This is an optimization exercise on Yosys and OpenROAD, whose aim is small area, a short achievable clock period and few clock cycles, not a production implementation.
The RTL was checked by simulation tests, not by an equivalence proof against the original design.
No activity file was given, so power comes from the tool's default toggle rates.

Setup of P:
## booth_mul64
module booth_mul64(clk, reset_n, multiplier, multiplicand, op_start, op_clear, op_done, result);
clock: 7.0 ns
lec_check: 0
abc_area: 1
cap_margin: 20
core_margin: 2
core_utilization: 65
setup_slack_margin: 4.0
slew_margin: 20
standard.sh (not shown) runs the stock make flow with config.mk's settings and CLKGATE_MAP_FILE= SYNTH_SCRIPT=/design/flow/synth_recipe.tcl, a recipe that flattens the netlist after the stock synthesis.
==> flow/flow/run.sh <==
#!/bin/bash
# Layout flow: the standard flow, with the port buffers made of the
# smallest plain buffer instead of the default delay buffer, and a clock tree
# of fewer buffers without dummy loads.
set -o pipefail
export BUFFER_PORTS_ARGS="-buffer_cell sky130_fd_sc_hd__buf_1"
export CTS_ARGS="-sink_clustering_enable -repair_clock_nets -dont_use_dummy_load -buf_list sky130_fd_sc_hd__clkbuf_16 -sink_clustering_size 22 -sink_clustering_max_diameter 110"
bash standard.sh > standard.log 2>&1
Testbench counts of P, summed over its fixed seeds: cycles 6,144.
[inputs] Q vs P
Settings: a change of CORE_UTILIZATION from 65 to 40; a deleted ABC_AREA that had been 1.
Notes after the runs:
Q | status: complete | timing, DRC, antenna: pass
The final reports for Q and P show synthesized instance count lower in the former.
Against P, Q comes in 2 higher on critical path depth.
Going from P to Q, flip-flop and latch count now sits at about the same level; summed area of non-filler cells in the final layout higher; routed length on met1 shows an increase of 9.3%.
Global-route usage (lower): Q
Run comparison: Q uppermost layer routed met5; P uppermost layer routed met4
Q: multiplexer share of the synthesized area is 3.1 points higher than what P reported.
Taking P as the reference point, the portion of the clock cycle consumed by the worst path in the final layout of Q rises by 1.1 points.
[inputs] R vs Q
Settings: SETUP_SLACK_MARGIN changed from 4.0 to 4.2.
Notes after the runs:
Combinational fraction of design power: R vs Q up 3.4 points
[R] setup slack fell 0.0034 ns relative to Q
Looking at number of vias per cell after detailed routing, R sits 0.12 above Q.
R against Q: proportion of cell area occupied by multi-input gates shrank by 1.9 points, clock skew shows an increase of 0.019 ns, final-stage net count rose 124.
Compared with Q, in R area added between synthesis and finish moved up, met2 wirelength from detailed routing up 7.6%.
For S, these inputs were changed with respect to R:
Settings: SETUP_SLACK_MARGIN changed from 4.2 to 3.7.
==> flow/flow/run.sh <==
#!/bin/bash
# Layout flow: the standard flow, with the port buffers made of the
# smallest plain buffer instead of the default delay buffer, and no dummy
# loads in the clock tree.
set -o pipefail
export BUFFER_PORTS_ARGS="-buffer_cell sky130_fd_sc_hd__buf_1"
export CTS_ARGS="-sink_clustering_enable -repair_clock_nets -dont_use_dummy_load"
bash standard.sh > standard.log 2>&1
Notes after the runs:
R vs S, timing startpoint of the critical path: C[46] vs C[21]
When S is measured against R, its count of clock-buffer cells in the layout turns out 20 higher.
Compared with R, S is more frugal on power.
Comparing S against R, there is no change at all in core box area.
When S is measured against R, its register-to-register setup slack turns out 0.16 ns lower.
met4 as the highest routed metal layer was reported by R, and met5 by S.
Of S and R, it is S that has the lower fraction of final layout cells sized beyond drive strength 1.
When S is measured against R, its global routing usage on met2 turns out 0.98 points lower.
--- input diff S..T ---
Settings: SETUP_SLACK_MARGIN now 4.0, was 3.7.
==> flow/flow/run.sh <==
#!/bin/bash
# Layout flow: the standard flow, with the port buffers made of the
# smallest plain buffer instead of the default delay buffer, a clock tree of
# fewer buffers without dummy loads, and no four-high transistor stacks
# (slow under load) among the cells the mapper and resizer may pick.
set -o pipefail
export BUFFER_PORTS_ARGS="-buffer_cell sky130_fd_sc_hd__buf_1"
export CTS_ARGS="-sink_clustering_enable -repair_clock_nets -dont_use_dummy_load -buf_list sky130_fd_sc_hd__clkbuf_16 -sink_clustering_size 22 -sink_clustering_max_diameter 110"
export DONT_USE_CELLS="sky130_fd_sc_hd__a2111o_1 sky130_fd_sc_hd__a2111o_2 sky130_fd_sc_hd__a2111o_4 sky130_fd_sc_hd__a2111oi_0 sky130_fd_sc_hd__a2111oi_1 sky130_fd_sc_hd__a2111oi_2 sky130_fd_sc_hd__a2111oi_4 sky130_fd_sc_hd__a41o_1 sky130_fd_sc_hd__a41o_2 sky130_fd_sc_hd__a41o_4 sky130_fd_sc_hd__a41oi_1 sky130_fd_sc_hd__a41oi_2 sky130_fd_sc_hd__a41oi_4 sky130_fd_sc_hd__nor4_1 sky130_fd_sc_hd__nor4_2 sky130_fd_sc_hd__nor4_4 sky130_fd_sc_hd__nor4b_1 sky130_fd_sc_hd__nor4b_2 sky130_fd_sc_hd__nor4b_4 sky130_fd_sc_hd__nor4bb_1 sky130_fd_sc_hd__nor4bb_2 sky130_fd_sc_hd__nor4bb_4 sky130_fd_sc_hd__o2111a_1 sky130_fd_sc_hd__o2111a_2 sky130_fd_sc_hd__o2111a_4 sky130_fd_sc_hd__o2111ai_1 sky130_fd_sc_hd__o2111ai_2 sky130_fd_sc_hd__o2111ai_4 sky130_fd_sc_hd__o41a_1 sky130_fd_sc_hd__o41a_2 sky130_fd_sc_hd__o41a_4 sky130_fd_sc_hd__o41ai_1 sky130_fd_sc_hd__o41ai_2 sky130_fd_sc_hd__o41ai_4 sky130_fd_sc_hd__or4_1 sky130_fd_sc_hd__or4_2 sky130_fd_sc_hd__or4_4 sky130_fd_sc_hd__or4b_1 sky130_fd_sc_hd__or4b_2 sky130_fd_sc_hd__or4b_4 sky130_fd_sc_hd__or4bb_1 sky130_fd_sc_hd__or4bb_2 sky130_fd_sc_hd__or4bb_4 "
bash standard.sh > standard.log 2>&1
[summary]
- The run showing the greater leakage power summed over all cells is S.
- T: critical path depth higher than S
- Re number of violations reported at the end of detailed-routing iteration 0: T is 316 up on S.
- Re area after synthesis: no difference whatsoever between S and T.
- Comparing T and S, the lower clock network power share is on T.
- Total power went down slightly going from S to T.
- Between T and S, post-route fraction of the period consumed by the critical path is lower for T, S comes in above that.
- T — sequential share of layout area 0.24 points lower, S as reference

## re-timing with driven ports
Ports are ideal in the flow. The routed layouts listed here were re-timed in OpenROAD. Step 1 assumes that a clkbuf_16 drives the clock port and a buf_2 every other input. Step 2, shift: input delay + t, output delay - t, t = (earliest + latest rising clock arrival at the registers) / 2. This alone moves slack from input paths to output paths. a / b / c = ideal / step 1 / step 2; a / b = the first two.
run | shift t [ns] | setup slack, ns | worst slew at a driven data input, ns | cell pins on the clock port's net
P | 0.584 | 4.044 / 4.044 / 4.044 | 0.05 | 1
Q | 0.583 | 3.964 / 3.964 / 3.838 | 0.06 | 1
R | 0.595 | 3.961 / 3.961 / 3.923 | 0.06 | 1
S | 0.603 | 3.799 / 3.799 / 3.799 | 0.06 | 1
T | 0.583 | 3.964 / 3.964 / 3.838 | 0.06 | 1
After both steps setup and hold are still met in every run listed.
